From an optimization exercise on the open Yosys and OpenROAD flow, aimed at small area and a short achievable clock period; shortcuts taken in it are not production practice. Where RTL was checked, it was by simulation tests only, not by an equivalence proof against the original. For runs 5 and 6, only the layout was checked, not whether the RTL still works. Power figures rest on the tool's default switching activity, not on a simulated workload.

[design/flow/run.sh]
#!/bin/bash
# synth_recipe.tcl (not shown) runs the flow's synth.tcl, then flattens the netlist and writes it again
# the make line also repeats each setting of config.mk as NAME=value (left out here)
make -C /OpenROAD-flow-scripts/flow DESIGN_CONFIG=/design/flow/config.mk WORK_HOME=/design/flow/orfs CLKGATE_MAP_FILE= SYNTH_SCRIPT=/design/flow/synth_recipe.tcl finish
[design/flow/config.mk]
export PLATFORM = sky130hd
export DESIGN_NAME = neural_predictor
export DESIGN_NICKNAME = neural_predictor
export VERILOG_FILES = /design/flow/design.v
export SDC_FILE = /design/flow/constraint.sdc
export NUM_CORES = 4
export LEC_CHECK = 0
export CAP_MARGIN = 20
export CORE_MARGIN = 2
export CORE_UTILIZATION = 55
export CTS_BUF_LIST = sky130_fd_sc_hd__clkbuf_16
export CTS_CLUSTER_DIAMETER = 80
export CTS_CLUSTER_SIZE = 28
export PLACE_DENSITY = 0.7
export SETUP_SLACK_MARGIN = 5
export SLEW_MARGIN = 20
[design/flow/constraint.sdc]
create_clock -name core_clock -period 17.0 [get_ports {clk}]
set_input_delay 3.4000 -clock core_clock [delete_from_list [all_inputs] [get_ports {clk}]]
set_output_delay 3.4000 -clock core_clock [all_outputs]
set_load 0.01 [all_outputs]
[design/flow/design.v]
module neural_predictor(input clk, input rst, input current_pc_valid, input [15:0] current_pc,
	input result_valid, input [15:0] result_pc, input result,
	output current_should_jump);
	reg [7:0] history;
	reg [575:0] wt;
	reg [7:0] slot_valid;
	reg [7:0] slot_neg;
	reg [7:0] slot_small;
	reg [2:0] wp;
	reg [2:0] rp;
	reg x0, x1, x2, x3, y0, y1;
	wire [3:0] cnt_next = (!history[0] + !history[1] + !history[2] + !history[3])
	                    + (!history[4] + !history[5] + !history[6] + !result);
	wire ny0 = cnt_next >= 4'd2;
	wire ny1 = cnt_next >= 4'd4;
	wire [3:0] npa = cnt_next - {2'd0, ny0 & ny1, ny0 ^ ny1, 1'b0};
	wire [7:0] cp_oh = 8'd1 << current_pc[2:0];
	wire [7:0] r_oh = rst ? 8'd0 : 8'd1 << result_pc[2:0];
	wire [7:0] r_we = rst ? 8'hff : 8'd1 << result_pc[2:0];
	wire [7:0] cw [0:8];
	genvar p, k, l;
	generate
		for (k = 0; k < 9; k = k + 1) begin : rd
			wire [7:0] ca [0:8];
			assign ca[0] = 8'd0;
			for (p = 0; p < 8; p = p + 1) begin : o
				assign ca[p+1] = ca[p] | (wt[(p*9+k)*8 +: 8] & {8{cp_oh[p]}});
			end
			assign cw[k] = ca[8];
		end
	endgenerate
	wire [7:0] op [0:8];
	assign op[0] = cw[0];
	generate
		for (k = 1; k < 9; k = k + 1) begin : sel
			assign op[k] = cw[k] ^ {8{~history[k-1]}};
		end
	endgenerate
	wire [11:0] ts, tc;
	csa_tree tree(op[0], op[1], op[2], op[3], op[4], op[5], op[6], op[7], op[8],
		x0, x1, x2, y0, y1, ts, tc);
	wire [11:0] gg [0:4];
	wire [11:0] pp [0:4];
	assign gg[0] = (ts & tc) | {11'd0, (ts[0] ^ tc[0]) & x3};
	assign pp[0] = ts ^ tc;
	generate
		for (l = 0; l < 4; l = l + 1) begin : ks
			for (k = 0; k < 12; k = k + 1) begin : b
				if (k >= (1 << l)) begin : c
					assign gg[l+1][k] = gg[l][k] | (pp[l][k] & gg[l][k - (1 << l)]);
					assign pp[l+1][k] = pp[l][k] & pp[l][k - (1 << l)];
				end else begin : n
					assign gg[l+1][k] = gg[l][k];
					assign pp[l+1][k] = pp[l][k];
				end
			end
		end
	endgenerate
	wire [11:0] y = pp[0] ^ {gg[4][10:0], x3};
	wire zero = &(pp[0] ~^ {ts[10:0] | tc[10:0], x3});
	assign current_should_jump = ~y[11] & ~zero;
	wire cur_neg = y[11];
	wire cur_small = (y + 12'd28) <= 12'd56;
	wire pop_valid = result_valid & slot_valid[rp];
	wire s_neg = slot_neg[rp];
	wire s_small = slot_small[rp];
	wire train = pop_valid & (s_small | (result ? s_neg : ~s_neg));
	wire [7:0] rw [0:8];   
	wire [7:0] nw [0:8];
	generate
		for (k = 0; k < 9; k = k + 1) begin : upd
			wire [7:0] ra [0:8];
			assign ra[0] = 8'd0;
			for (p = 0; p < 8; p = p + 1) begin : o
				assign ra[p+1] = ra[p] | (wt[(p*9+k)*8 +: 8] & {8{r_oh[p]}});
			end
			assign rw[k] = ra[8];
			assign nw[k] = rw[k] + {{7{~result & ~rst}}, ~rst};
		end
		for (p = 0; p < 8; p = p + 1) begin : wr
			for (k = 0; k < 9; k = k + 1) begin : wk
				wire hbit;
				if (k == 0) begin : b
					assign hbit = 1'b1;
				end else begin : h
					assign hbit = history[k-1];
				end
				always @(posedge clk)
					if ((rst | train) & r_we[p] & (rst | hbit))
						wt[(p*9+k)*8 +: 8] <= nw[k];
			end
		end
	endgenerate
	always @(posedge clk) begin
		if (rst) begin
			history <= 8'd0;
			{x0, x1, x2, x3, y0, y1} <= 6'b111111;
			slot_valid <= 8'd0;
			wp <= 3'd0;
			rp <= 3'd0;
		end else begin
			if (pop_valid) begin
				history <= {history[6:0], result};
				{x0, x1, x2, x3, y0, y1} <= {npa > 4'd0, npa > 4'd1, npa > 4'd2, npa > 4'd3, ny0, ny1};
			end
			if (current_pc_valid) begin
				slot_valid[wp] <= 1'b1;
				slot_neg[wp] <= cur_neg;
				slot_small[wp] <= cur_small;
				wp <= wp + 3'd1;
			end
			if (result_valid) begin
				slot_valid[rp] <= 1'b0;
				rp <= rp + 3'd1;
			end
		end
	end
endmodule
module csa_tree(input [7:0] op0, input [7:0] op1, input [7:0] op2, input [7:0] op3,
	input [7:0] op4, input [7:0] op5, input [7:0] op6, input [7:0] op7, input [7:0] op8,
	input x0, input x1, input x2, input y0, input y1,
	output [11:0] ts, output [11:0] tc);
	wire s1 = op0[0] ^ op1[0] ^ op2[0];
	wire c2 = (op0[0] & op1[0]) | (op0[0] & op2[0]) | (op1[0] & op2[0]);
	wire s3 = x0 ^ op3[0] ^ op4[0];
	wire c4 = (x0 & op3[0]) | (x0 & op4[0]) | (op3[0] & op4[0]);
	wire s5 = op0[1] ^ op1[1] ^ op2[1];
	wire c6 = (op0[1] & op1[1]) | (op0[1] & op2[1]) | (op1[1] & op2[1]);
	wire s7 = op3[1] ^ op4[1] ^ op5[1];
	wire c8 = (op3[1] & op4[1]) | (op3[1] & op5[1]) | (op4[1] & op5[1]);
	wire s9 = y0 ^ op6[1] ^ op7[1];
	wire c10 = (y0 & op6[1]) | (y0 & op7[1]) | (op6[1] & op7[1]);
	wire s11 = op0[2] ^ op1[2] ^ op2[2];
	wire c12 = (op0[2] & op1[2]) | (op0[2] & op2[2]) | (op1[2] & op2[2]);
	wire s13 = op3[2] ^ op4[2] ^ op5[2];
	wire c14 = (op3[2] & op4[2]) | (op3[2] & op5[2]) | (op4[2] & op5[2]);
	wire s15 = op6[2] ^ op7[2] ^ op8[2];
	wire c16 = (op6[2] & op7[2]) | (op6[2] & op8[2]) | (op7[2] & op8[2]);
	wire s17 = op0[3] ^ op1[3] ^ op2[3];
	wire c18 = (op0[3] & op1[3]) | (op0[3] & op2[3]) | (op1[3] & op2[3]);
	wire s19 = op3[3] ^ op4[3] ^ op5[3];
	wire c20 = (op3[3] & op4[3]) | (op3[3] & op5[3]) | (op4[3] & op5[3]);
	wire s21 = op6[3] ^ op7[3] ^ op8[3];
	wire c22 = (op6[3] & op7[3]) | (op6[3] & op8[3]) | (op7[3] & op8[3]);
	wire s23 = op0[4] ^ op1[4] ^ op2[4];
	wire c24 = (op0[4] & op1[4]) | (op0[4] & op2[4]) | (op1[4] & op2[4]);
	wire s25 = op3[4] ^ op4[4] ^ op5[4];
	wire c26 = (op3[4] & op4[4]) | (op3[4] & op5[4]) | (op4[4] & op5[4]);
	wire s27 = op6[4] ^ op7[4] ^ op8[4];
	wire c28 = (op6[4] & op7[4]) | (op6[4] & op8[4]) | (op7[4] & op8[4]);
	wire s29 = op0[5] ^ op1[5] ^ op2[5];
	wire c30 = (op0[5] & op1[5]) | (op0[5] & op2[5]) | (op1[5] & op2[5]);
	wire s31 = op3[5] ^ op4[5] ^ op5[5];
	wire c32 = (op3[5] & op4[5]) | (op3[5] & op5[5]) | (op4[5] & op5[5]);
	wire s33 = op6[5] ^ op7[5] ^ op8[5];
	wire c34 = (op6[5] & op7[5]) | (op6[5] & op8[5]) | (op7[5] & op8[5]);
	wire s35 = op0[6] ^ op1[6] ^ op2[6];
	wire c36 = (op0[6] & op1[6]) | (op0[6] & op2[6]) | (op1[6] & op2[6]);
	wire s37 = op3[6] ^ op4[6] ^ op5[6];
	wire c38 = (op3[6] & op4[6]) | (op3[6] & op5[6]) | (op4[6] & op5[6]);
	wire s39 = op6[6] ^ op7[6] ^ op8[6];
	wire c40 = (op6[6] & op7[6]) | (op6[6] & op8[6]) | (op7[6] & op8[6]);
	wire s41 = op0[7] ^ ~op1[7] ^ ~op2[7];
	wire c42 = (op0[7] & ~op1[7]) | (op0[7] & ~op2[7]) | (~op1[7] & ~op2[7]);
	wire s43 = ~op3[7] ^ ~op4[7] ^ ~op5[7];
	wire c44 = (~op3[7] & ~op4[7]) | (~op3[7] & ~op5[7]) | (~op4[7] & ~op5[7]);
	wire s45 = ~op6[7] ^ ~op7[7] ^ ~op8[7];
	wire c46 = (~op6[7] & ~op7[7]) | (~op6[7] & ~op8[7]) | (~op7[7] & ~op8[7]);
	wire s47 = op5[0] ^ op6[0] ^ op7[0];
	wire c48 = (op5[0] & op6[0]) | (op5[0] & op7[0]) | (op6[0] & op7[0]);
	wire s49 = op8[1] ^ c2 ^ c4;
	wire c50 = (op8[1] & c2) | (op8[1] & c4) | (c2 & c4);
	wire s51 = y1 ^ s5 ^ s7;
	wire c52 = (y1 & s5) | (y1 & s7) | (s5 & s7);
	wire s53 = c10 ^ c6 ^ c8;
	wire c54 = (c10 & c6) | (c10 & c8) | (c6 & c8);
	wire s55 = s11 ^ s13 ^ s15;
	wire c56 = (s11 & s13) | (s11 & s15) | (s13 & s15);
	wire s57 = c12 ^ c14 ^ c16;
	wire c58 = (c12 & c14) | (c12 & c16) | (c14 & c16);
	wire s59 = s17 ^ s19 ^ s21;
	wire c60 = (s17 & s19) | (s17 & s21) | (s19 & s21);
	wire s61 = c18 ^ c20 ^ c22;
	wire c62 = (c18 & c20) | (c18 & c22) | (c20 & c22);
	wire s63 = s23 ^ s25 ^ s27;
	wire c64 = (s23 & s25) | (s23 & s27) | (s25 & s27);
	wire s65 = c24 ^ c26 ^ c28;
	wire c66 = (c24 & c26) | (c24 & c28) | (c26 & c28);
	wire s67 = s29 ^ s31 ^ s33;
	wire c68 = (s29 & s31) | (s29 & s33) | (s31 & s33);
	wire s69 = c30 ^ c32 ^ c34;
	wire c70 = (c30 & c32) | (c30 & c34) | (c32 & c34);
	wire s71 = s35 ^ s37 ^ s39;
	wire c72 = (s35 & s37) | (s35 & s39) | (s37 & s39);
	wire s73 = c36 ^ c38 ^ c40;
	wire c74 = (c36 & c38) | (c36 & c40) | (c38 & c40);
	wire s75 = s41 ^ s43 ^ s45;
	wire c76 = (s41 & s43) | (s41 & s45) | (s43 & s45);
	wire s77 = op0[7] ^ c42 ^ c44;
	wire c78 = (op0[7] & c42) | (op0[7] & c44) | (c42 & c44);
	wire s79 = x1 ^ op8[0] ^ s1;
	wire c80 = (x1 & op8[0]) | (x1 & s1) | (op8[0] & s1);
	wire s81 = c48 ^ s9 ^ s49;
	wire c82 = (c48 & s9) | (c48 & s49) | (s9 & s49);
	wire s83 = c50 ^ c52 ^ s53;
	wire c84 = (c50 & c52) | (c50 & s53) | (c52 & s53);
	wire s85 = c54 ^ c56 ^ s57;
	wire c86 = (c54 & c56) | (c54 & s57) | (c56 & s57);
	wire s87 = c58 ^ c60 ^ s61;
	wire c88 = (c58 & c60) | (c58 & s61) | (c60 & s61);
	wire s89 = c62 ^ c64 ^ s65;
	wire c90 = (c62 & c64) | (c62 & s65) | (c64 & s65);
	wire s91 = c66 ^ c68 ^ s69;
	wire c92 = (c66 & c68) | (c66 & s69) | (c68 & s69);
	wire s93 = c70 ^ c72 ^ s73;
	wire c94 = (c70 & c72) | (c70 & s73) | (c72 & s73);
	wire s95 = c46 ^ c74 ^ c76;
	wire c96 = (c46 & c74) | (c46 & c76) | (c74 & c76);
	wire s97 = x2 ^ s3 ^ s47;
	wire c98 = (x2 & s3) | (x2 & s47) | (s3 & s47);
	wire s99 = c80 ^ s51 ^ s81;
	wire c100 = (c80 & s51) | (c80 & s81) | (s51 & s81);
	wire s101 = s55 ^ c82 ^ s83;
	wire c102 = (s55 & c82) | (s55 & s83) | (c82 & s83);
	wire s103 = s59 ^ c84 ^ s85;
	wire c104 = (s59 & c84) | (s59 & s85) | (c84 & s85);
	wire s105 = s63 ^ c86 ^ s87;
	wire c106 = (s63 & c86) | (s63 & s87) | (c86 & s87);
	wire s107 = s67 ^ c88 ^ s89;
	wire c108 = (s67 & c88) | (s67 & s89) | (c88 & s89);
	wire s109 = s71 ^ c90 ^ s91;
	wire c110 = (s71 & c90) | (s71 & s91) | (c90 & s91);
	wire s111 = s75 ^ c92 ^ s93;
	wire c112 = (s75 & c92) | (s75 & s93) | (c92 & s93);
	wire s113 = s77 ^ c94 ^ s95;
	wire c114 = (s77 & c94) | (s77 & s95) | (c94 & s95);
	wire s115 = op0[7] ^ c78 ^ c96;
	wire c116 = (op0[7] & c78) | (op0[7] & c96) | (c78 & c96);
	assign ts = {1'b1, ~op0[7], c114, c112, c110, c108, c106, c104, c102, c100, c98, s79};
	assign tc = {1'b0, c116, s115, s113, s111, s109, s107, s105, s103, s101, s99, s97};
endmodule
==> run summary, run 1 <==
initial antenna violation count = 0
Initial Utilization = 55.4%
clock sinks = 620
count leader, synth = edfxtp_1
worst r2r src = history[2]
Ys Warns = 1
area grow syn2layout = 8.17%
critical path launch point type = primary input
Critical Path AT = 8430 ps
adder-cell share of the synthesized area = 8.68%
Antenna Nets Post-Route = 0
syn avg cell area = 13.2 um^2
CTS Root Cell = clkbuf_16
PortBufs = 11
measured slew at the worst slew-check pin = 1210 ps
CTS buffer count = 30
worst rel slew slack = 19.6%
Leak Pwr = 11.5 nW
Total GRT Usage = 31.4%
post-synthesis sequential area ratio = 59.0%
HP Class = reg2reg
gpl congestion = 0.863
Routed WL = 95,500 um
Post-DP HPWL = 52,000 um
GRT overflow = 0
top cells by area, synth = edfxtp_1 (57%), a22oi_1 (14%), fa_1 (4.7%)
Hold Fails Final Rpt = 0
Max Cap Viol = 0
kind of critical path = in2out
CTS tree = built
die area = 58,400 um^2
Synth Flop Type = edfxtp_1
Vias = 22,100
Clk Latency, worst-skew pair = 640 ps
Syn Nets = 2,558
row count = 87
Die Ht = 242 um
area leader, netlist = edfxtp_1
Final Max Slew Viols = 0
WL/cell = 31.0 um
Max FO, Critical Path = 22
post-synthesis cell count = 2,349
# fillers = 4,249
number of enable flip-flop cells after synthesis = 592
fin nets = 2,509
period utilization = 69.6%
Worst setup EP type = output port
first-pass GRT wire length = 137,000 um
number of global-route vias before repair = 21,900
Final setup viols = 0
synthesized area = 31,100 um^2
total power = 0.00597 W
share of layout cells above drive strength 1 = 8.28%
drt initial violations = 3,796
htree depth = 1
DIE WIDTH = 242 um
Req. time, crit path = 13,600 ps
Pwr per Cell Area = 177 nW/um^2
largest net degree at the start of global routing = 58
min Tclk post-route = 11,830 ps
Commonest cells post-synth = edfxtp_1 (592), a22oi_1 (571), nand4_1 (142)
post-synthesis compound-gate area fraction = 17.7%
Yosys cell types = 62
Max Clock Skew = 33.6 ps
unrepaired setup endpoints after global routing = false
multiplexer share of the synthesized area = 0.897%
critical path startpoint = current_pc[2]
largest family of logic cells by synthesized area = compound AO/OA/AOI/OAI gates
CTS clk-pin slew, worst paths = 90 ps
Worst VDD drop = 338 uV
# DRC = 0
simple-gate share of the synthesized area = 6.01%
total core area = 56,200 um^2
post-route setup TNS = 0 ps
Max Clock Freq = 0.0845 GHz
number of vias per cell = 7.20
CTS max path bufs = 3
Async SR Flop Fraction = 0%
status = complete, no violations
DRT Pass-1 Iters = 7
Hold Crit Start = x1
I/O Pins = 38
Yosys top cell area share = 57.2%
XOR/XNOR share of the synthesized area = 4.31%
number of synthesized register bits = 620
stage by stage:
step	instances	setup slack (ps)	hold slack, ps	util [%]	instance area [um^2]
floorplan	2349	5510	445	-	31100
global placement	2997	3350	459	56.9	31900
detailed placement	2997	3260	471	56.9	31900
CTS	3064	5010	507	59.5	33400
global route	3075	5030	528	59.9	33600
finish	3076	5170	511	59.9	33600
critical path: stages:
cell and delay [ps]:
buf_6 140, nor3b_4 170, buf_4 150, clkbuf_16 200, a22oi_1 230, nand4_1 290
xor2_1 260, fa_2 480, fa_1 540, inv_1 60, fa_2 580, fa_2 480
ha_4 280, xnor2_1 130, nor4_1 300, nand4_1 210, nor4_4 290, nor2_1 70
clkbuf_2 140
path summary, 6_finish.rpt:
kind / end / slack [ps] / cells after the start
hold reg to reg: x1 / 510 / 2
setup reg to reg: slot_small[4] / 10920 / 19
hold / removal: x1 / 510 / 2
setup / recovery: current_should_jump / 5170 / 19
layout make-up:
class                           count  area [um^2]  area share, %
Clock buffer                       31          776           2.31
Multi-Input combinational cell   1457        12100           35.9
Antenna cell                        1         2.50        0.00744
Sequential cell                   620        18300           54.5
Clock inverter                     20          203          0.603
Tap cell                          756          946           2.81
Timing Repair Buffer               71          855           2.54
Inverter                          120          450           1.34
power by group:
part	switching, W	total (W)	internal [W]	leakage, nW
Combinational	0.00177	0.00310	0.00133	5.17
Sequential	0.0000836	0.00201	0.00192	5.88
Clock	0.000500	0.000863	0.000363	0.486
Total	0.00235	0.00597	0.00361	11.5
placed cells by master (no fill, tap or decap), types with 5 or more instances in the layout:
| master | n |
|---|---|
| buf_8 | 5 |
| dfxtp_1 | 28 |
| ha_4 | 5 |
| nor3_1 | 10 |
| nor2b_1 | 6 |
| clkbuf_16 | 33 |
| a21oi_2 | 6 |
| nand3_1 | 7 |
| clkdlybuf4s50_1 | 6 |
| a22oi_1 | 566 |
| buf_12 | 6 |
| nor2_4 | 6 |
| xor2_1 | 58 |
| a22oi_2 | 5 |
| inv_6 | 5 |
| a22o_1 | 8 |
| a311oi_1 | 8 |
| nand2_1 | 40 |
| o21ai_1 | 9 |
| xor2_2 | 5 |
| fa_1 | 60 |
| o21bai_1 | 27 |
| a21oi_1 | 60 |
| ha_1 | 92 |
| a21o_1 | 16 |
| nand4_1 | 142 |
| a31oi_1 | 8 |
| buf_6 | 6 |
| mux4_2 | 6 |
| inv_1 | 117 |
| edfxtp_1 | 592 |
| nor2_1 | 117 |
| fa_2 | 13 |
| mux2i_1 | 11 |
| buf_4 | 37 |
| xnor2_1 | 87 |
layer usage:
layer	track usage [%]	vias up	part of all wire [%]
li1	-	9199	-
met1	41.9	10900	36
met2	50.2	1671	46
met3	5.34	338	12
met4	15.3	0	5.8
met5	0	-	0
timing repair:
item | 4_1_cts | 5_1_grt
pin swaps | 18 | 25
gates resized for setup | 72 | 35
endpoints found under the setup margin | 1 | 1
gates cloned | 7 | 4
buffers inserted | 9 | 7
hold buffers | 0 | 0
flip-flops by register name, summed over array words and instances, names as in the netlist:
signal / count
x3: 1
slot_valid: 8
wp: 3
slot_small: 8
x2: 1
y0: 1
y1: 1
wt: 576
slot_neg: 8
history: 8
rp: 3
x0: 1
x1: 1
cells by family (layout without fill, tap and decap cells):
| kind of cell | count (synthesis) | after routing |
|---|---|---|
| AOI/OAI and AO/OA | 748 | 748 |
| DFF | 620 | 620 |
| and+or+nand+nor | 362 | 364 |
| buffers and inverters | 274 | 242 |
| adders and majority gates | 172 | 172 |
| xor gates and xnor gates | 153 | 153 |
| muxes | 20 | 20 |
| other | 0 | 1 |
==> run 2, diff against run 1 <==
--- a/design/flow/config.mk
+++ b/design/flow/config.mk
@@ -9,3 +9,3 @@
 export CORE_MARGIN = 2
-export CORE_UTILIZATION = 55
+export CORE_UTILIZATION = 65
 export CTS_BUF_LIST = sky130_fd_sc_hd__clkbuf_16
@@ -13,3 +13,3 @@
 export CTS_CLUSTER_SIZE = 28
-export PLACE_DENSITY = 0.7
+export PLACE_DENSITY = 0.8
 export SETUP_SLACK_MARGIN = 5
==> run 2 against run 1 <==
  * Largest cell class unchanged
  * Critical path depth up 3
  * Final cell count fell by 3.9%
  * Non-clock buffer count increased by 18
  * Highest routed layer unchanged
  * Register-to-register slack lost 460 ps
  * Via count increased by 4.9%
  * Area after synthesis unchanged
  * Setup slack lost 480 ps
  * Largest power group unchanged
  * Synthesized cell count unchanged
  * Sequential share of layout area decreased by 0.34 points
  * Die area down 15%
==> run summary, run 2 <==
status = complete, no violations
post-synthesis sequential area ratio = 59.0%
# fillers = 2,930
Max FO, Critical Path = 18
area leader, netlist = edfxtp_1
CTS Root Cell = clkbuf_16
Routed WL = 101,000 um
Async SR Flop Fraction = 0%
Psw = 0.00252 W
crit-path cells = buf_6, nor3b_4, buf_4, buf_16, a22oi_1, nand4_1, xnor2_2, fa_1, inv_1, fa_1, inv_1, fa_2, inv_1, fa_2, buf_4, ha_4, o211ai_1, o21ai_1, o2111ai_1, a21o_2, nor2_1, dlygate4sd2_1
cell mode on critical path = inv_1
Yosys cell types = 62
Req. time, crit path = 13,600 ps
Syn Nets = 2,558
multi-input logic area = 12,200 um^2
Pwr per Cell Area = 184 nW/um^2
synthesized area = 31,100 um^2
most frequent cells in the layout = edfxtp_1 (592), a22oi_1 (559), nand4_1 (142)
Critical Path AT = 8910 ps
Final setup viols = 0
Die Ht = 223 um
Antenna Nets Post-Route = 0
Commonest cells post-synth = edfxtp_1 (592), a22oi_1 (571), nand4_1 (142)
Max Clock Skew = 29.0 ps
Max Cap Viol = 0
DIE WIDTH = 223 um
number of global-route vias before repair = 22,600
Leak Pwr = 11.7 nW
Logic pwr share = 54.5%
number of flip-flops under the largest register name = 576
worst rel slew slack = 16.5%
clock share of power = 13.1%
share of layout cells above drive strength 1 = 9.70%
Worst VDD drop = 359 uV
drt initial violations = 4,574
number of synthesized register bits = 620
row count = 80
number of enable flip-flop cells after synthesis = 592
Yosys top cell area share = 57.2%
min Tclk post-route = 12,310 ps
CP max stage cell = xnor2_2
clock sinks = 620
count leader, synth = edfxtp_1
WP buf/inv = 8
HP Class = reg2reg
register bank with the most flops = wt
WL/cell = 34.3 um
unrepaired setup endpoints after global routing = false
number of vias per cell = 7.85
period utilization = 72.4%
Ys Warns = 1
first-pass GRT wire length = 142,000 um
Vias = 23,200
initial antenna violation count = 2
Max Clock Freq = 0.0812 GHz
area grow syn2layout = 8.85%
post-synthesis cell count = 2,349
Hold Fails Final Rpt = 0
switching part of the total power = 40.6%
storage element area = 18,300 um^2
CTS buffer count = 29
die area = 49,600 um^2
top cells by area, synth = edfxtp_1 (57%), a22oi_1 (14%), fa_1 (4.7%)
post-route setup TNS = 0 ps
critical path launch point type = primary input
syn avg cell area = 13.2 um^2
Synth Flop Type = edfxtp_1
Clk Latency, worst-skew pair = 650 ps
GRT overflow = 0
measured slew at the worst slew-check pin = 1250 ps
PortBufs = 11
leading cell type in the layout, fill and taps excluded = edfxtp_1
Total GRT Usage = 39.1%
max incr delay on CP = 610 ps
kind of critical path = in2out
total core area = 47,400 um^2
Post-DP HPWL = 51,100 um
# DRC = 0
CTS clk-pin slew, worst paths = 100 ps
CTS tree = built
gpl congestion = 0.926
CTS max path bufs = 3
Final Max Slew Viols = 0
largest net degree at the start of global routing = 45
fin nets = 2,526
Top delay family on crit path = adder cells
internal cell power = 0.00369 W
sequential share of power = 32.3%
htree depth = 1
Initial Utilization = 65.5%
final core utilization = 71.3%
Worst setup EP type = output port
I/O Pins = 38
DRT Pass-1 Iters = 9
-- run 2: cell counts after synthesis --
Identical to the previous run, type by type.
-- run 2: worst register-to-register path, cell delays in order, from the launching register on --
cell and delay (ps):
dfxtp_1 550, clkinv_1 440, xnor2_2 710, fa_1 360
inv_1 90, fa_1 540, inv_1 100, fa_2 590
inv_1 60, fa_2 600, ha_4 210, buf_4 150
o21a_1 190, a21o_1 210, o21a_1 290, o311a_1 400
nor4b_1 160, o21ai_2 430, mux2i_1 170
-- run 2: cell type report --
cell class                 instances  share of cell area [%]
inverter                         120                    1.33
clock buffer                      29                    2.14
sequential                       620                    54.2
multi-input combinational       1457                    36.0
clock inverter                    25                   0.543
antenna                            1                 0.00739
tap                              615                    2.27
timing repair buffer              89                    3.48
-- run 2: power by group through the flow --
stage	registers (W)	clock network [W]	logic (W)
2_1_floorplan	0.00200	0	0.00220
3_3_place_gp	0.00202	0	0.00263
3_5_place_dp	0.00203	0	0.00275
4_1_cts	0.00200	0.000812	0.00304
5_1_grt	0.00202	0.000863	0.00358
6_report	0.00201	0.000814	0.00339
-- run 2: final timing paths --
| kind | cells past startpoint | slack [ps] | to | from |
|---|---|---|---|---|
| worst max register to register | 18 | 10460 | slot_small[4] | history[2] |
| worst min register to register | 2 | 530 | slot_valid[4] | slot_valid[4] |
| worst min-delay path | 2 | 530 | slot_valid[4] | slot_valid[4] |
| worst max-delay path | 22 | 4690 | current_should_jump | current_pc[0] |
-- run 2: cell families after synthesis --
logic type,Yosys count,synth area share [%]
AOI/OAI and AO/OA,748,17.7
xor gates and xnor gates,153,4.31
adders and majority gates,172,8.68
buffers and inverters,274,3.37
DFF,620,59.0
muxes,20,0.897
and+or+nand+nor,362,6.01
-- run 2: repair_timing --
item | in CTS | in global routing
hold buffers | 0 | 0
resized for setup | 58 | 51
pin swaps | 23 | 40
cloned | 13 | 7
buffers inserted | 17 | 11
endpoints found under the setup margin | 1 | 1
-- run 2: per-layer routing --
metal / GRT usage (%) / up-vias / routed length [um] / part of all wire [%]
met4: 25.3 / 0 / 8000 / 7.9
met5: 0 / - / 0 / 0
met2: 58.9 / 2296 / 44300 / 44
met3: 12.9 / 552 / 16600 / 16
li1: - / 9240 / - / -
met1: 48.9 / 11100 / 32400 / 32
-- run 2: stage by stage --
step                      power (W)  hold slack (ps)  std cells  setup WS [ps]  instance area (um^2)
after floorplan             0.00421              445       2349           5510                 31100
after global routing        0.00646              545       2955           4640                 33800
after detailed placement    0.00478              482       2853           3400                 31800
after global placement      0.00465              464       2853           3470                 31800
after CTS                   0.00586              505       2937           5030                 33400
final                       0.00621              529       2956           4690                 33800
==> run 3, diff against run 2 <==
==> design/flow/flow/run.sh (new file) <==
#!/bin/bash
# The standard layout, with the adders left to ABC instead of full-adder cells.
set -euo pipefail
bash standard.sh ADDER_MAP_FILE= finish > standard_finish.log 2>&1
==> design/flow/standard.sh (new file) <==
#!/bin/bash
# synth_recipe.tcl (not shown) runs the flow's synth.tcl, then flattens the netlist and writes it again
# the make line also repeats each setting of config.mk as NAME=value (left out here)
make -C /OpenROAD-flow-scripts/flow DESIGN_CONFIG=/design/flow/config.mk WORK_HOME=/design/flow/orfs CLKGATE_MAP_FILE= SYNTH_SCRIPT=/design/flow/synth_recipe.tcl "${@:-finish}"
--- a/design/flow/config.mk
+++ b/design/flow/config.mk
@@ -9,3 +9,3 @@
 export CORE_MARGIN = 2
-export CORE_UTILIZATION = 65
+export CORE_UTILIZATION = 55
 export CTS_BUF_LIST = sky130_fd_sc_hd__clkbuf_16
@@ -13,3 +13,3 @@
 export CTS_CLUSTER_SIZE = 28
-export PLACE_DENSITY = 0.8
+export PLACE_DENSITY = 0.7
 export SETUP_SLACK_MARGIN = 5
removed: design/flow/run.sh
==> run 3 against run 2 <==
  * Still clean on timing, DRC and antenna
  * Highest routed layer unchanged
  * Clock power rose by 12%
  * Power down 0.87%
  * Sequential share of layout area is 3.5 points lower
  * Routed wire length grew 7.8%
  * Utilization down 10 points
  * Clock-buffer cell count increased by 2
  * Critical endpoint unchanged
  * Hold slack lost 35 ps
  * Final area grew 6.9%
  * Global-route usage fell by 5.0 points
==> run summary, run 3 <==
clock sinks = 620
initial antenna violation count = 1
Max FO, Critical Path = 24
CTS max path bufs = 3
unrepaired setup endpoints after global routing = true
min Tclk post-route = 12,020 ps
die area = 62,000 um^2
max incr delay on CP = 720 ps
Max Clock Freq = 0.0832 GHz
row count = 89
drt initial violations = 3,924
GRT overflow = 0
crit-path cells = buf_16, inv_2, a21oi_1, xor2_1, maj3_1, xnor2_1, xnor2_2, xnor3_2, maj3_2, or3b_1, o32a_1, a31o_1, buf_4, o211ai_1, o22ai_2, a21oi_4, o21a_4, buf_6
kind of critical path = in2out
worst rel slew slack = 13.0%
number of flip-flops under the largest register name = 576
most frequent cells in the layout = edfxtp_1 (592), xnor2_1 (178), nor2_1 (171)
synthesized area = 33,000 um^2
DIE WIDTH = 249 um
I/O Pins = 38
share of layout cells above drive strength 1 = 14.6%
Antenna Nets Post-Route = 0
Worst VDD drop = 280 uV
gpl congestion = 0.892
Max Clock Skew = 65.6 ps
Hold WS = 494 ps
Final Max Slew Viols = 0
Leak Pwr = 12.4 nW
post-synthesis sequential area ratio = 55.5%
count leader, synth = edfxtp_1
critical path launch point type = primary input
Commonest cells post-synth = edfxtp_1 (592), xnor2_1 (184), nor2_1 (177)
number of synthesized register bits = 620
# DRC = 0
PortBufs = 11
hold buffers post-CTS = 0
CP max stage cell = inv_2
Req. time, crit path = 13,600 ps
number of vias per cell = 7.30
area leader, netlist = edfxtp_1
HP Class = reg2reg
storage element area = 18,300 um^2
Routed WL = 109,000 um
largest net degree at the start of global routing = 73
first-pass GRT wire length = 156,000 um
period utilization = 70.7%
Syn Nets = 2,592
register bank with the most flops = wt
total power = 0.00616 W
Vias = 24,300
Final setup viols = 0
CTS clk-pin slew, worst paths = 100 ps
# fillers = 4,460
Die Ht = 249 um
status = complete, no violations
CTS buffer count = 31
Yosys cell types = 93
fin nets = 2,570
Initial Utilization = 55.8%
Total GRT Usage = 34.1%
Async SR Flop Fraction = 0%
multi-input logic area = 14,100 um^2
number of global-route vias before repair = 23,600
Hold Fails Final Rpt = 0
area grow syn2layout = 9.54%
Clk Latency, worst-skew pair = 690 ps
Synth Flop Type = edfxtp_1
total core area = 59,200 um^2
leading cell type in the layout, fill and taps excluded = edfxtp_1
CTS Root Cell = clkbuf_16
post-synthesis cell count = 2,555
Worst setup EP type = output port
measured slew at the worst slew-check pin = 1300 ps
post-route setup TNS = 0 ps
Post-DP HPWL = 62,300 um
Critical Path AT = 8620 ps
Pwr per Cell Area = 170 nW/um^2
CTS tree = built
number of enable flip-flop cells after synthesis = 592
syn avg cell area = 12.9 um^2
WL/cell = 32.8 um
top cells by area, synth = edfxtp_1 (54%), xnor2_1 (4.9%), a22oi_1 (3.9%)
DRT Pass-1 Iters = 11
htree depth = 1
Ys Warns = 1
Yosys top cell area share = 53.8%
Max Cap Viol = 0
[run 3: cell types whose count changed after synthesis, moves of 56 or more]
cell / before / now
a221oi_1: 3 / 72
a222oi_1: 0 / 69
a22oi_1: 571 / 171
fa_1: 73 / 0
ha_1: 99 / 0
inv_1: 115 / 36
maj3_1: 0 / 60
mux2i_1: 11 / 109
nand2_1: 40 / 96
nand3_1: 7 / 85
nand4_1: 142 / 19
xnor2_1: 90 / 184
[run 3: kinds of logic (layout without fill, tap and decap cells)]
| group | count (synthesis) | in the layout | synth area share, % |
|---|---|---|---|
| mux | 198 | 198 | 7.21 |
| fa+ha+maj | 73 | 73 | 2.27 |
| buf+inv | 217 | 210 | 3.19 |
| compound gates | 650 | 650 | 15.0 |
| flops | 620 | 620 | 55.5 |
| other cells | 0 | 2 | 0 |
| simple gates | 515 | 518 | 7.42 |
| xor+xnor | 282 | 282 | 9.36 |
[run 3: final timing paths]
check / startpoint / to / slack, ps / depth (start not counted)
worst max register to register: history[0] / slot_small[6] / 10380 / 26
worst min-delay path: x1 / x1 / 490 / 1
worst min register to register: x1 / x1 / 490 / 1
worst max-delay path: current_pc[0] / current_should_jump / 4980 / 18
[run 3: repair_timing]
item / in CTS / in global routing
endpoints found under the setup margin: 1 / 1
gates cloned: 13 / 2
setup buffers: 34 / 22
pin swaps: 31 / 20
resized for setup: 106 / 21
[run 3: final cells by class]
type / count / area share (%)
diodes: 2 / 0.0138
inverters: 39 / 0.415
flip-flops and latches: 620 / 50.7
clock buffers: 31 / 2.14
clock inverters: 20 / 0.771
well taps: 773 / 2.67
repair buffers: 120 / 4.29
multi-input cells: 1721 / 39.0
[run 3: power breakdown]
group	switching [W]	leakage, nW	internal (W)
Sequential	0.0000781	5.90	0.00190
Combinational	0.00187	5.99	0.00140
Clock	0.000526	0.502	0.000385
[run 3: worst max-delay path, delay by kind of cell]
kind | cells | cell delay [ps]
buffers and inverters | 4 | 1140
AOI/OAI and AO/OA | 7 | 1750
xor gates and xnor gates | 4 | 1080
and+or+nand+nor | 1 | 370
adders and majority gates | 2 | 800
[run 3: stage by stage]
stage                     worst slack [ps]  std cells  utilization [%]  area, um^2
after floorplan                       5660       2555                -       33000
after global placement                3050       3201             56.8       33700
after detailed placement              2900       3202             56.8       33700
after CTS                             5020       3300             60.5       35800
after global routing                  4880       3324             61.1       36200
final                                 4980       3326             61.1       36200
[run 3: layer usage]
metal  wire (um)  GRT usage [%]
met5           0              0
met4        6700           19.5
met3       14200           8.34
met2       49400           53.4
met1       39000           43.5
==> run 4, diff against run 3 <==
==> design/flow/flow/run.sh (replaced) <==
#!/bin/bash
# The standard layout, with timing repair aiming for 5.5 ns of setup slack.
set -euo pipefail
bash standard.sh SETUP_SLACK_MARGIN=5.5 finish > standard_finish.log 2>&1
--- a/design/flow/config.mk
+++ b/design/flow/config.mk
@@ -14,3 +14,2 @@
 export PLACE_DENSITY = 0.7
-export SETUP_SLACK_MARGIN = 5
 export SLEW_MARGIN = 20
==> run 4 against run 3 <==
  * Critical path type unchanged
  * Non-clock buffer count down 6
  * First-iteration DRC count down 6.9%
  * Global-route usage down 0.65 points
  * Critical path depth up 3
  * Area after synthesis down 5.9%
  * Utilization up 0.55 points
  * Final cell count down 6.2%
  * Synthesized cell count down 8.1%
  * Critical endpoint unchanged
  * Clock power down 5.1%
  * Still clean on timing, DRC and antenna
  * Register-to-register slack better by 300 ps
  * Routed wire length down 9.0%
==> run summary, run 4 <==
status = complete, no violations
Max Cap Viol = 0
CTS Root Cell = clkbuf_16
critical path startpoint = current_pc[0]
Async SR Flop Fraction = 0%
Worst setup EP type = output port
Max Clock Freq = 0.0853 GHz
Register-to-Register Path Depth = 20
number of vias per cell = 7.27
hold buffers post-CTS = 0
drt initial violations = 3,654
CTS buffer count = 30
Pwr per Cell Area = 182 nW/um^2
syn avg cell area = 13.2 um^2
CTS tree = built
worst r2r src = history[4]
# DRC = 0
first-pass GRT wire length = 145,000 um
share of layout cells above drive strength 1 = 12.0%
Total GRT Usage = 33.4%
period utilization = 69.0%
Die Ht = 242 um
area leader, netlist = edfxtp_1
grt met3 use = 6.89%
most frequent cells in the layout = edfxtp_1 (592), a22oi_1 (554), nand4_1 (142)
unrepaired setup endpoints after global routing = true
Max Clock Skew = 22.7 ps
GRT overflow = 0
count leader, synth = edfxtp_1
total core area = 56,200 um^2
critical path launch point type = primary input
leading cell type in the layout, fill and taps excluded = edfxtp_1
number of enable flip-flop cells after synthesis = 592
CP max stage cell = fa_1
synthesized area = 31,100 um^2
area grow syn2layout = 11.3%
Leak Pwr = 11.9 nW
WL/cell = 31.9 um
htree depth = 1
post-route setup TNS = 0 ps
number of global-route vias before repair = 22,500
Hold Crit Start = x1
min Tclk post-route = 11,720 ps
top cells by area, synth = edfxtp_1 (57%), a22oi_1 (14%), fa_1 (4.7%)
Top delay family on crit path = adder cells
DIE WIDTH = 242 um
Hold Fails Final Rpt = 0
register bank with the most flops = wt
number of synthesized register bits = 620
R2R Setup Slk = 10,680 ps
fin nets = 2,552
CTS max path bufs = 3
post-placement setup slack = 3260 ps
Req. time, crit path = 13,600 ps
Initial Utilization = 55.4%
crit-path cells = bufbuf_16, nor3b_4, buf_12, buf_16, buf_4, a22oi_1, nand4_1, xor2_2, fa_2, fa_2, fa_1, inv_1, fa_1, inv_1, ha_1, xnor2_1, nor3_1, nand4_1, nor4_4, nor2_1, buf_2
grt peak-use layer = met2
Clk Latency, worst-skew pair = 630 ps
WP buf/inv = 7
Hold Path Sink = x1
Ys Warns = 1
Worst VDD drop = 313 uV
met1 global-route usage = 43.6%
Synth Flop Type = edfxtp_1
die area = 58,400 um^2
kind of critical path = in2out
Vias = 22,700
Antenna Nets Post-Route = 0
CTS clk-pin slew, worst paths = 100 ps
# fillers = 4,109
largest net degree at the start of global routing = 58
measured slew at the worst slew-check pin = 1220 ps
Final Max Slew Viols = 0
HP Class = reg2reg
worst rel slew slack = 18.7%
gpl congestion = 0.863
Yosys top cell area share = 57.2%
number of flip-flops under the largest register name = 576
Routed WL = 99,400 um
hold path cells = 2
post-synthesis cell count = 2,349
Syn Nets = 2,558
I/O Pins = 38
Post-DP HPWL = 52,000 um
Commonest cells post-synth = edfxtp_1 (592), a22oi_1 (571), nand4_1 (142)
final setup margin = 5280 ps
Final setup viols = 0
row count = 87
met2 GRT Util = 51.5%
clock sinks = 620
initial antenna violation count = 0
reg-to-reg endpoint = slot_small[4]
PortBufs = 11
Max FO, Critical Path = 8
DRT Pass-1 Iters = 6
max incr delay on CP = 550 ps
Yosys cell types = 62
Critical Path AT = 8320 ps
post-synthesis sequential area ratio = 59.0%
[run 4: cell count changes after synthesis, moves of 69 or more]
cell and delta:
mux2i_1 -98, fa_1 +73, xnor2_1 -94, inv_1 +79
a221oi_1 -69, a222oi_1 -69, ha_1 +99, a22oi_1 +400
nand3_1 -78, nand4_1 +123
[run 4: metal layers]
metal  routed length (um)  vias to the layer above
met3                12600                      405
met4                 7360                        0
met5                    0                        -
met2                44300                     1861
li1                     -                     9292
met1                35200                    11100
[run 4: layout make-up]
class / count / area, um^2 / share of cell area (%)
clock buffers: 31 / 776 / 2.24
diodes: 2 / 5.00 / 0.0145
inverters: 120 / 450 / 1.30
clock inverters: 20 / 203 / 0.586
multi-input cells: 1457 / 12300 / 35.5
flip-flops and latches: 620 / 18300 / 53.0
repair buffers: 114 / 1620 / 4.68
well taps: 756 / 946 / 2.73
[run 4: per-stage QoR]
step	util, %	std cells	hold slack, ps	cell area (um^2)	total power [W]
after floorplan	-	2349	445	31100	0.00421
after global placement	56.9	2997	459	31900	0.00468
after CTS	61.6	3117	507	34600	0.00611
after detailed placement	56.9	2997	471	31900	0.00476
final	61.6	3120	512	34600	0.00629
after global routing	61.6	3118	528	34600	0.00665
[run 4: how the worst max path moves through the flow]
| stage | to | slack [ps] | cells after the start |
|---|---|---|---|
| 5_1_grt | current_should_jump | 5160 | 21 |
| 3_5_place_dp | current_should_jump | 3260 | 18 |
| 2_1_floorplan | current_should_jump | 5510 | 18 |
| 4_1_cts | current_should_jump | 5400 | 22 |
| 3_3_place_gp | current_should_jump | 3350 | 18 |
| 6_report | current_should_jump | 5280 | 21 |
[run 4: power by group]
part	switching [W]	internal [W]	total [W]	leakage (nW)
clock	0.000501	0.000363	0.000864	0.486
combinational	0.00192	0.00150	0.00342	5.57
sequential	0.0000856	0.00192	0.00201	5.88
total	0.00250	0.00379	0.00629	11.9
[run 4: cell families after synthesis]
kind of cell             Yosys count  synth area share (%)
multiplexers                      20                 0.897
buffers and inverters            274                  3.37
AO/OA/AOI/OAI                    748                  17.7
flip-flops                       620                  59.0
AND/OR/NAND/NOR                  362                  6.01
XOR/XNOR                         153                  4.31
adder cells (fa/ha/maj)          172                  8.68
[run 4: what timing repair did]
item / in CTS / in global routing
pin swaps: 94 / 9
gates cloned: 22 / 0
setup buffers: 47 / 1
setup endpoints to repair: 1 / 1
gates resized for setup: 187 / 1
[run 4: worst reg2reg max path, cell delays in order (launching register included)]
cell and delay [ps]:
dfxtp_1 710, clkinv_1 450, xnor2_1 270, fa_2 420, fa_1 520, fa_1 560, inv_1 50, fa_1 580
ha_4 230, buf_4 140, or2_2 280, a21o_1 200, and2_1 180, ha_1 290, a21oi_1 200, a22o_1 160
a21oi_1 40, o311ai_1 290, o21ai_1 130, o21ai_2 220, mux2i_1 150
==> run 5, diff against run 4 <==
--- a/design/flow/design.v
+++ b/design/flow/design.v
@@ -17,4 +17,5 @@
 	wire [7:0] cp_oh = 8'd1 << current_pc[2:0];
-	wire [7:0] r_oh = rst ? 8'd0 : 8'd1 << result_pc[2:0];
-	wire [7:0] r_we = rst ? 8'hff : 8'd1 << result_pc[2:0];
+	wire [7:0] r_oh = 8'd1 << result_pc[2:0];
+	wire [7:0] cp_ohn = ~cp_oh;
+	wire [7:0] r_ohn = ~r_oh;
 	wire [7:0] cw [0:8];
@@ -24,5 +25,5 @@
 			wire [7:0] ca [0:8];
-			assign ca[0] = 8'd0;
+			assign ca[0] = 8'hff;
 			for (p = 0; p < 8; p = p + 1) begin : o
-				assign ca[p+1] = ca[p] | (wt[(p*9+k)*8 +: 8] & {8{cp_oh[p]}});
+				assign ca[p+1] = ca[p] & (wt[(p*9+k)*8 +: 8] | {8{cp_ohn[p]}});
 			end
@@ -72,8 +73,8 @@
 			wire [7:0] ra [0:8];
-			assign ra[0] = 8'd0;
+			assign ra[0] = 8'hff;
 			for (p = 0; p < 8; p = p + 1) begin : o
-				assign ra[p+1] = ra[p] | (wt[(p*9+k)*8 +: 8] & {8{r_oh[p]}});
+				assign ra[p+1] = ra[p] & (wt[(p*9+k)*8 +: 8] | {8{r_ohn[p]}});
 			end
 			assign rw[k] = ra[8];
-			assign nw[k] = rw[k] + {{7{~result & ~rst}}, ~rst};
+			assign nw[k] = rst ? 8'd0 : (rw[k] + {{7{~result}}, 1'b1});
 		end
@@ -88,3 +89,3 @@
 				always @(posedge clk)
-					if ((rst | train) & r_we[p] & (rst | hbit))
+					if (rst | (train & r_oh[p] & hbit))
 						wt[(p*9+k)*8 +: 8] <= nw[k];
==> design/flow/run.sh (new file) <==
#!/bin/bash
# synth_recipe.tcl (not shown) runs the flow's synth.tcl, then flattens the netlist and writes it again
# the make line also repeats each setting of config.mk as NAME=value (left out here)
make -C /OpenROAD-flow-scripts/flow DESIGN_CONFIG=/design/flow/config.mk WORK_HOME=/design/flow/orfs CLKGATE_MAP_FILE= SYNTH_SCRIPT=/design/flow/synth_recipe.tcl finish
--- a/design/flow/config.mk
+++ b/design/flow/config.mk
@@ -14,2 +14,3 @@
 export PLACE_DENSITY = 0.7
+export SETUP_SLACK_MARGIN = 5
 export SLEW_MARGIN = 20
removed: design/flow/flow/run.sh
removed: design/flow/standard.sh
==> run 5 against run 4 <==
  * Still clean
  * Synthesized cell count is 9.3% higher
  * Sequential power about the same
  * Register-to-register slack better by 100 ps
  * Area after synthesis is 1.9% higher
  * Critical path depth grew 2
==> run summary, run 5 <==
Cell Count, Final, Fillers Out = 3,389
first-pass GRT wire length = 156,000 um
Total GRT Usage = 35.7%
post-synthesis sequential area ratio = 57.9%
register bank with the most flops = wt
Max Cap Viol = 0
Worst VDD drop = 327 uV
Routed WL = 111,000 um
grt peak-use layer = met2
I/O Pins = 38
critical path launch point type = primary input
largest net degree at the start of global routing = 62
DIE WIDTH = 244 um
Hold WS = 521 ps
Initial Utilization = 55.8%
top cells by area, synth = edfxtp_1 (56%), o22ai_1 (9.4%), fa_1 (4.6%)
hold buffers post-CTS = 0
grt met3 use = 10.0%
Post-DP HPWL = 59,700 um
post-route setup TNS = 0 ps
share of layout cells above drive strength 1 = 15.5%
Max Clock Skew = 23.2 ps
Critical Path AT = 8550 ps
clock sinks = 620
multi-input logic area = 13,500 um^2
CTS max path bufs = 3
DRT Pass-1 Iters = 6
CTS tree = built
number of global-route vias before repair = 24,000
count leader, synth = edfxtp_1
# fillers = 4,009
synthesized area = 31,700 um^2
Yosys cell types = 79
Synth Flop Type = edfxtp_1
period utilization = 70.3%
PortBufs = 11
die area = 59,500 um^2
Max Clock Freq = 0.0837 GHz
Die Ht = 244 um
Leak Pwr = 12.8 nW
Async SR Flop Fraction = 0%
Final setup viols = 0
met2 GRT Util = 54.6%
GRT overflow = 0
Vias = 25,000
storage element area = 18,300 um^2
CTS buffer count = 30
htree depth = 1
Antenna Nets Post-Route = 0
status = complete, no violations
drt initial violations = 4,117
initial antenna violation count = 3
Max FO, Critical Path = 14
unrepaired setup endpoints after global routing = false
number of placed instances, taps included = 3,214
post-synthesis cell count = 2,568
Worst setup EP type = output port
met1 global-route usage = 46.1%
number of flip-flops under the largest register name = 576
Clk Latency, worst-skew pair = 640 ps
final core utilization = 64.0%
WL/cell = 32.6 um
Ys Warns = 1
row count = 87
kind of critical path = in2out
area grow syn2layout = 14.5%
CTS Root Cell = clkbuf_16
number of enable flip-flop cells after synthesis = 592
area leader, netlist = edfxtp_1
Commonest cells post-synth = edfxtp_1 (592), o22ai_1 (478), nor2_1 (173)
Yosys top cell area share = 56.1%
min Tclk post-route = 11,950 ps
most frequent cells in the layout = edfxtp_1 (592), o22ai_1 (468), nor2_1 (170)
gpl congestion = 0.979
Req. time, crit path = 13,600 ps
measured slew at the worst slew-check pin = 1160 ps
# DRC = 0
Pwr per Cell Area = 185 nW/um^2
Placed Area = 32,500 um^2
syn avg cell area = 12.3 um^2
Hold Fails Final Rpt = 0
Final Cell Area = 36,300 um^2
number of synthesized register bits = 620
Syn Nets = 2,766
fin nets = 2,803
leading cell type in the layout, fill and taps excluded = edfxtp_1
worst rel slew slack = 22.2%
CTS clk-pin slew, worst paths = 110 ps
number of vias per cell = 7.37
total core area = 56,700 um^2
Final Max Slew Viols = 0
HP Class = reg2reg
## run 5: cell type report
class                           count  share of cell area, %
Antenna cell                        4                 0.0276
Clock buffer                       31                   2.14
Clock inverter                     25                  0.548
Inverter                          111                   1.15
Multi-Input combinational cell   1676                   37.2
Sequential cell                   620                   50.6
Tap cell                          756                   2.61
Timing Repair Buffer              166                   5.77
## run 5: kinds of logic after synthesis
| logic type | synth area share (%) |
|---|---|
| AO/OA/AOI/OAI | 15.4 |
| flip-flops | 57.9 |
| AND/OR/NAND/NOR | 9.47 |
| buffers and inverters | 3.41 |
| adder cells (fa/ha/maj) | 8.09 |
| XOR/XNOR | 3.47 |
| multiplexers | 2.22 |
## run 5: per-layer routing
metal / routed length [um] / part of all wire (%) / up-vias
li1: - / - / 10200
met4: 7420 / 6.7 / 2
met3: 16200 / 15 / 490
met2: 48700 / 44 / 2202
met1: 38300 / 35 / 12100
met5: 15 / 0.014 / -
## run 5: final timing paths
check,start,end,slack (ps),cells after the start
worst max-delay path,current_pc[0],current_should_jump,5050,23
worst min-delay path,slot_valid[4],slot_valid[4],520,2
worst max register to register,history[2],slot_small[7],10780,18
worst min register to register,slot_valid[4],slot_valid[4],520,2
## run 5: through the flow
step | power (W) | setup WS [ps]
after global routing | 0.00704 | 4910
after CTS | 0.00646 | 5000
after floorplan | 0.00453 | 5370
after detailed placement | 0.00523 | 2850
final | 0.00669 | 5050
after global placement | 0.00513 | 2900
## run 5: worst max-delay path, stage by stage
cell and delay [ps]:
buf_12 150, nand3b_1 180, buf_4 140, buf_8 130, buf_16 160, buf_12 150
buf_4 140, o22ai_1 90, nor4_2 340, xnor2_1 190, fa_1 500, fa_1 490
inv_1 50, fa_1 520, inv_1 50, fa_1 540, ha_4 330, o21ai_2 90
nor2_4 180, o22ai_4 120, o211a_4 240, nor2_2 150, buf_2 160
## run 5: timing repair
| action | 4_1_cts | 5_1_grt |
|---|---|---|
| pin swaps | 48 | 57 |
| buffers inserted | 61 | 32 |
| cloned | 19 | 3 |
| endpoints found under the setup margin | 1 | 1 |
| resized for setup | 203 | 58 |
| hold endpoints to repair | 0 | 0 |
## run 5: power breakdown
part,internal [W],total [W],switching (W)
combinational,0.00165,0.00386,0.00221
sequential,0.00190,0.00198,0.0000785
clock,0.000350,0.000854,0.000504
==> run 6, diff against run 5 <==
--- a/design/flow/design.v
+++ b/design/flow/design.v
@@ -4,2 +4,3 @@
 	reg [7:0] history;
+	reg [7:0] history_valid;
 	reg [575:0] wt;
@@ -10,13 +11,17 @@
 	reg [2:0] rp;
-	reg x0, x1, x2, x3, y0, y1;
-	wire [3:0] cnt_next = (!history[0] + !history[1] + !history[2] + !history[3])
-	                    + (!history[4] + !history[5] + !history[6] + !result);
-	wire ny0 = cnt_next >= 4'd2;
-	wire ny1 = cnt_next >= 4'd4;
-	wire [3:0] npa = cnt_next - {2'd0, ny0 & ny1, ny0 ^ ny1, 1'b0};
+	wire [7:0] pos_sel = history_valid & history;
+	wire [7:0] neg_sel = history_valid & ~history;
+	wire [3:0] pos_cnt = pos_sel[0] + pos_sel[1] + pos_sel[2] + pos_sel[3]
+	                   + pos_sel[4] + pos_sel[5] + pos_sel[6] + pos_sel[7];
+	wire y0 = pos_cnt >= 4'd2;
+	wire y1 = pos_cnt >= 4'd4;
+	wire [3:0] pa = pos_cnt - {2'd0, y0 & y1, y0 ^ y1, 1'b0};
+	wire x0 = pa > 4'd0;
+	wire x1 = pa > 4'd1;
+	wire x2 = pa > 4'd2;
+	wire x3 = pa > 4'd3;
 	wire [7:0] cp_oh = 8'd1 << current_pc[2:0];
 	wire [7:0] r_oh = 8'd1 << result_pc[2:0];
-	wire [7:0] cp_ohn = ~cp_oh;
-	wire [7:0] r_ohn = ~r_oh;
-	wire [7:0] cw [0:8];
+	wire [7:0] cw [0:8];   
+	wire [7:0] rw [0:8];   
 	genvar p, k, l;
@@ -25,100 +30,29 @@
 			wire [7:0] ca [0:8];
-			assign ca[0] = 8'hff;
+			wire [7:0] ra [0:8];
+			assign ca[0] = 8'd0;
+			assign ra[0] = 8'd0;
 			for (p = 0; p < 8; p = p + 1) begin : o
-				assign ca[p+1] = ca[p] & (wt[(p*9+k)*8 +: 8] | {8{cp_ohn[p]}});
+				assign ca[p+1] = ca[p] | (wt[(p*9+k)*8 +: 8] & {8{cp_oh[p]}});
+				assign ra[p+1] = ra[p] | (wt[(p*9+k)*8 +: 8] & {8{r_oh[p]}});
 			end
 			assign cw[k] = ca[8];
-		end
-	endgenerate
-	wire [7:0] op [0:8];
-	assign op[0] = cw[0];
+			assign rw[k] = ra[8];
+		end
+	endgenerate
+	wire [7:0] op0 = cw[0];
+	wire [7:0] op1, op2, op3, op4, op5, op6, op7, op8;
+	wire [7:0] m [1:8];
 	generate
 		for (k = 1; k < 9; k = k + 1) begin : sel
-			assign op[k] = cw[k] ^ {8{~history[k-1]}};
-		end
-	endgenerate
-	wire [11:0] ts, tc;
-	csa_tree tree(op[0], op[1], op[2], op[3], op[4], op[5], op[6], op[7], op[8],
-		x0, x1, x2, y0, y1, ts, tc);
-	wire [11:0] gg [0:4];
-	wire [11:0] pp [0:4];
-	assign gg[0] = (ts & tc) | {11'd0, (ts[0] ^ tc[0]) & x3};
-	assign pp[0] = ts ^ tc;
-	generate
-		for (l = 0; l < 4; l = l + 1) begin : ks
-			for (k = 0; k < 12; k = k + 1) begin : b
-				if (k >= (1 << l)) begin : c
-					assign gg[l+1][k] = gg[l][k] | (pp[l][k] & gg[l][k - (1 << l)]);
-					assign pp[l+1][k] = pp[l][k] & pp[l][k - (1 << l)];
-				end else begin : n
-					assign gg[l+1][k] = gg[l][k];
-					assign pp[l+1][k] = pp[l][k];
-				end
-			end
-		end
-	endgenerate
-	wire [11:0] y = pp[0] ^ {gg[4][10:0], x3};
-	wire zero = &(pp[0] ~^ {ts[10:0] | tc[10:0], x3});
-	assign current_should_jump = ~y[11] & ~zero;
-	wire cur_neg = y[11];
-	wire cur_small = (y + 12'd28) <= 12'd56;
-	wire pop_valid = result_valid & slot_valid[rp];
-	wire s_neg = slot_neg[rp];
-	wire s_small = slot_small[rp];
-	wire train = pop_valid & (s_small | (result ? s_neg : ~s_neg));
-	wire [7:0] rw [0:8];   
-	wire [7:0] nw [0:8];
-	generate
-		for (k = 0; k < 9; k = k + 1) begin : upd
-			wire [7:0] ra [0:8];
-			assign ra[0] = 8'hff;
-			for (p = 0; p < 8; p = p + 1) begin : o
-				assign ra[p+1] = ra[p] & (wt[(p*9+k)*8 +: 8] | {8{r_ohn[p]}});
-			end
-			assign rw[k] = ra[8];
-			assign nw[k] = rst ? 8'd0 : (rw[k] + {{7{~result}}, 1'b1});
-		end
-		for (p = 0; p < 8; p = p + 1) begin : wr
-			for (k = 0; k < 9; k = k + 1) begin : wk
-				wire hbit;
-				if (k == 0) begin : b
-					assign hbit = 1'b1;
-				end else begin : h
-					assign hbit = history[k-1];
-				end
-				always @(posedge clk)
-					if (rst | (train & r_oh[p] & hbit))
-						wt[(p*9+k)*8 +: 8] <= nw[k];
-			end
-		end
-	endgenerate
-	always @(posedge clk) begin
-		if (rst) begin
-			history <= 8'd0;
-			{x0, x1, x2, x3, y0, y1} <= 6'b111111;
-			slot_valid <= 8'd0;
-			wp <= 3'd0;
-			rp <= 3'd0;
-		end else begin
-			if (pop_valid) begin
-				history <= {history[6:0], result};
-				{x0, x1, x2, x3, y0, y1} <= {npa > 4'd0, npa > 4'd1, npa > 4'd2, npa > 4'd3, ny0, ny1};
-			end
-			if (current_pc_valid) begin
-				slot_valid[wp] <= 1'b1;
-				slot_neg[wp] <= cur_neg;
-				slot_small[wp] <= cur_small;
-				wp <= wp + 3'd1;
-			end
-			if (result_valid) begin
-				slot_valid[rp] <= 1'b0;
-				rp <= rp + 3'd1;
-			end
-		end
-	end
-endmodule
-module csa_tree(input [7:0] op0, input [7:0] op1, input [7:0] op2, input [7:0] op3,
-	input [7:0] op4, input [7:0] op5, input [7:0] op6, input [7:0] op7, input [7:0] op8,
-	input x0, input x1, input x2, input y0, input y1,
-	output [11:0] ts, output [11:0] tc);
+			assign m[k] = (~cw[k] & {8{pos_sel[k-1]}}) | (cw[k] & {8{neg_sel[k-1]}});
+		end
+	endgenerate
+	assign op1 = m[1];
+	assign op2 = m[2];
+	assign op3 = m[3];
+	assign op4 = m[4];
+	assign op5 = m[5];
+	assign op6 = m[6];
+	assign op7 = m[7];
+	assign op8 = m[8];
 	wire s1 = op0[0] ^ op1[0] ^ op2[0];
@@ -239,4 +173,76 @@
 	wire c116 = (op0[7] & c78) | (op0[7] & c96) | (c78 & c96);
-	assign ts = {1'b1, ~op0[7], c114, c112, c110, c108, c106, c104, c102, c100, c98, s79};
-	assign tc = {1'b0, c116, s115, s113, s111, s109, s107, s105, s103, s101, s99, s97};
+	wire [11:0] ts = {1'b1, ~op0[7], c114, c112, c110, c108, c106, c104, c102, c100, c98, s79};
+	wire [11:0] tc = {1'b0, c116, s115, s113, s111, s109, s107, s105, s103, s101, s99, s97};
+	wire [11:0] gg [0:4];
+	wire [11:0] pp [0:4];
+	assign gg[0] = (ts & tc) | {11'd0, (ts[0] ^ tc[0]) & x3};
+	assign pp[0] = ts ^ tc;
+	generate
+		for (l = 0; l < 4; l = l + 1) begin : ks
+			for (k = 0; k < 12; k = k + 1) begin : b
+				if (k >= (1 << l)) begin : c
+					assign gg[l+1][k] = gg[l][k] | (pp[l][k] & gg[l][k - (1 << l)]);
+					assign pp[l+1][k] = pp[l][k] & pp[l][k - (1 << l)];
+				end else begin : n
+					assign gg[l+1][k] = gg[l][k];
+					assign pp[l+1][k] = pp[l][k];
+				end
+			end
+		end
+	endgenerate
+	wire [11:0] z = pp[0] ^ {gg[4][10:0], x3};
+	assign current_should_jump = z[11];
+	wire cur_neg = ~z[11] & (|z[10:0]);
+	wire cur_small = $signed(z) >= -12'sd28 && $signed(z) <= 12'sd28;
+	wire pop_valid = result_valid & slot_valid[rp];
+	wire s_neg = slot_neg[rp];
+	wire s_small = slot_small[rp];
+	wire train = pop_valid & (s_small | (result ? s_neg : ~s_neg));
+	wire [7:0] nw [0:8];
+	generate
+		for (k = 0; k < 9; k = k + 1) begin : upd
+			if (k == 0) begin : nb
+				assign nw[k] = rst ? 8'd0 : (rw[k] + {{7{result}}, 1'b1});
+			end else begin : nk
+				assign nw[k] = rst ? 8'd0 : (rw[k] + {{7{~result}}, 1'b1});
+			end
+		end
+		for (p = 0; p < 8; p = p + 1) begin : wr
+			for (k = 0; k < 9; k = k + 1) begin : wk
+				wire hbit;
+				if (k == 0) begin : b
+					assign hbit = 1'b1;
+				end else begin : h
+					assign hbit = pos_sel[k-1];
+				end
+				always @(posedge clk)
+					if (rst | (train & r_oh[p] & hbit))
+						wt[(p*9+k)*8 +: 8] <= nw[k];
+			end
+		end
+	endgenerate
+	always @(posedge clk) begin
+		if (rst) begin
+			history <= 8'd0;
+			history_valid <= 8'd0;
+			slot_valid <= 8'd0;
+			wp <= 3'd0;
+			rp <= 3'd0;
+		end else begin
+			if (pop_valid) begin
+				history <= {history[6:0], result};
+				history_valid <= {history_valid[6:0], 1'b1};
+			end
+			if (current_pc_valid) begin
+				slot_valid[wp] <= 1'b1;
+				slot_neg[wp] <= cur_neg;
+				slot_small[wp] <= cur_small;
+				wp <= wp + 3'd1;
+			end
+			if (result_valid) begin
+				slot_valid[rp] <= 1'b0;
+				rp <= rp + 3'd1;
+			end
+		end
+	end
 endmodule
==> design/flow/config.mk (replaced) <==
export PLATFORM = sky130hd
export DESIGN_NAME = neural_predictor
export DESIGN_NICKNAME = neural_predictor
export VERILOG_FILES = /design/flow/design.v
export SDC_FILE = /design/flow/constraint.sdc
export NUM_CORES = 4
export LEC_CHECK = 0
export CAP_MARGIN = 20
export CORE_MARGIN = 2
export CORE_UTILIZATION = 35
export PLACE_DENSITY = 0.55
export SLEW_MARGIN = 20
==> run 6 against run 5 <==
  * Final area is 0.15% lower
  * Area after synthesis is 2.5% higher
  * Setup slack worse by 2300 ps
  * Clock power is 76% higher
  * Critical path depth is 4 lower
  * Die area is 60% higher
  * Register-to-register slack worse by 2300 ps
  * Final cell count is 13% higher
  * Power is 38% lower
  * Utilization is 25 points lower
  * Combinational power is 83% lower
  * Largest cell class unchanged
==> run summary, run 6 <==
status = complete, no violations
Die Ht = 309 um
unrepaired setup endpoints after global routing = false
Vias = 24,000
Yosys cell types = 71
number of synthesized register bits = 622
Worst setup EP type = output port
CP max stage cell = and3b_4
Placed Area = 33,900 um^2
Ys Warns = 1
max incr delay on CP = 920 ps
measured slew at the worst slew-check pin = 1160 ps
Max Clock Freq = 0.0704 GHz
period utilization = 83.6%
count leader, synth = edfxtp_1
critical path launch point type = primary input
WP buf/inv = 5
CTS Root Cell = clkbuf_16
Pwr per Cell Area = 114 nW/um^2
Final setup viols = 0
total power = 0.00414 W
Total GRT Usage = 22.6%
WL/cell = 28.5 um
drt initial violations = 3,515
first-pass GRT wire length = 158,000 um
CTS buffer count = 72
Initial Utilization = 35.4%
number of enable flip-flop cells after synthesis = 592
fin nets = 2,727
Antenna Cells = 0
number of vias per cell = 6.26
leading cell type in the layout, fill and taps excluded = edfxtp_1
htree depth = 3
post-route setup TNS = 0 ps
I/O Pins = 38
Worst VDD drop = 87.8 uV
Antenna Nets Post-Route = 0
Top delay family on crit path = adder cells
Max Clock Skew = 62.5 ps
post-synthesis cell count = 2,587
GRT overflow = 0
share of layout cells above drive strength 1 = 9.39%
CTS clk-pin slew, worst paths = 60 ps
clock sinks = 622
HP Class = reg2reg
Syn Nets = 2,774
post-synthesis sequential area ratio = 56.6%
Max Cap Viol = 0
Critical Path AT = 10,800 ps
Yosys top cell area share = 54.7%
Routed WL = 109,000 um
Post-DP HPWL = 65,300 um
Hold Fails Final Rpt = 0
register bank with the most flops = wt
hold buffers post-CTS = 0
gpl congestion = 0.914
most frequent cells in the layout = edfxtp_1 (592), a22oi_1 (440), nor2_1 (181)
top cells by area, synth = edfxtp_1 (55%), a22oi_1 (10%), fa_1 (4.5%)
largest net degree at the start of global routing = 73
Final Max Slew Viols = 0
Post-CTS Resized = 0
cell mode on critical path = fa_1
number of global-route vias before repair = 23,800
Req. time, crit path = 13,600 ps
Clk Latency, worst-skew pair = 650 ps
area leader, netlist = edfxtp_1
Commonest cells post-synth = edfxtp_1 (592), a22oi_1 (440), nor2_1 (186)
final setup margin = 2800 ps
Max FO, Critical Path = 37
total core area = 91,800 um^2
Leak Pwr = 12.9 nW
min Tclk post-route = 14,200 ps
syn avg cell area = 12.6 um^2
multi-input logic area = 13,100 um^2
CTS tree = built
PortBufs = 11
Synth Flop Type = edfxtp_1
crit-path cells = clkdlybuf4s50_1, and3b_4, buf_4, a22oi_1, nand4_1, xor2_1, nand2_1, fa_1, fa_1, inv_1, fa_1, fa_1, ha_1, and2_4, a221o_1, or3_4, a41o_1, inv_1, clkdlybuf4s50_1
row count = 111
die area = 95,200 um^2
# fillers = 8,436
DRT Pass-1 Iters = 6
number of flip-flops under the largest register name = 576
kind of critical path = in2out
CTS max path bufs = 3
area grow syn2layout = 11.5%
storage element area = 18,400 um^2
Final Cell Area = 36,200 um^2
Async SR Flop Fraction = 0%
synthesized area = 32,500 um^2
DIE WIDTH = 309 um
post-placement setup slack = 2850 ps
worst rel slew slack = 22.5%
Setup Buffers After CTS = 0
initial antenna violation count = 0
# DRC = 0
==> run 6: changes by cell type after synthesis, moves of 26 or more <==
cell,previous run,this run
a22o_1,0,32
nand2_1,71,122
o22ai_1,478,11
xnor2_1,69,34
nor4_1,102,11
a22oi_1,2,440
xor2_1,54,81
nand4_1,5,110
a221oi_1,2,33
o22a_1,26,0
nor3_1,73,25
==> run 6: per-stage QoR <==
stage	hold WS, ps	instances	util [%]
floorplan	482	2587	-
global placement	517	3708	36.9
detailed placement	513	3708	36.9
CTS	525	3840	39.4
global route	552	3841	39.5
finish	533	3841	39.5
==> run 6: kinds of logic (layout without fill, tap and decap cells) <==
kind of cell    after synthesis  count (layout)  share of synthesized area (%)
compound gates              758             758                           17.3
xor+xnor                    115             115                           3.10
flops                       622             622                           56.6
fa+ha+maj                   150             150                           7.47
mux                          86              86                           3.37
buf+inv                     267             278                           3.17
simple gates                589             589                           8.96
==> run 6: final cells by class <==
class                      instances  share of cell area (%)
sequential                       622                    50.7
multi-input combinational       1698                    36.3
clock buffer                      84                    5.18
tap                             1243                    4.29
timing repair buffer              59                    1.46
clock inverter                    48                    1.12
inverter                          87                   0.905
==> run 6: metal layers <==
| metal | part of all wire (%) | track usage, % | wire length [um] | vias up |
|---|---|---|---|---|
| li1 | - | - | - | 10100 |
| met1 | 41 | 30.9 | 44700 | 12100 |
| met2 | 45 | 35.6 | 49600 | 1498 |
| met3 | 9.8 | 3.97 | 10700 | 281 |
| met4 | 4.0 | 8.88 | 4420 | 0 |
| met5 | 0 | 0 | 0 | - |
==> run 6: power breakdown <==
part	total, W	leakage, nW	switching [W]	internal (W)
Clock	0.00150	1.12	0.000656	0.000847
Sequential	0.00197	5.97	0.0000756	0.00190
Combinational	0.000661	5.78	0.000444	0.000217
==> run 6: worst min-delay path, delay by kind of cell, from the launching register on <==
kind | cells | cell delay [ps]
AO/OA/AOI/OAI | 1 | 110
flip-flops | 1 | 320
AND/OR/NAND/NOR | 1 | 50
==> run 6: path summary, 6_finish.rpt <==
check	startpoint	end	slack, ps	cells after the start
worst max-delay path	current_pc[1]	current_should_jump	2800	19
worst min-delay path	slot_valid[4]	slot_valid[4]	530	2
worst max register to register	history_valid[0]	slot_small[5]	8490	24
worst min register to register	slot_valid[4]	slot_valid[4]	530	2

Check on run 6: ideal ports give 2.795 ns setup slack; a clkbuf_16 on the clock port and buf_2 on the inputs give 2.769 ns; moving port delays by the midpoint clock arrival (0.687 ns) as well gives 2.769 ns.
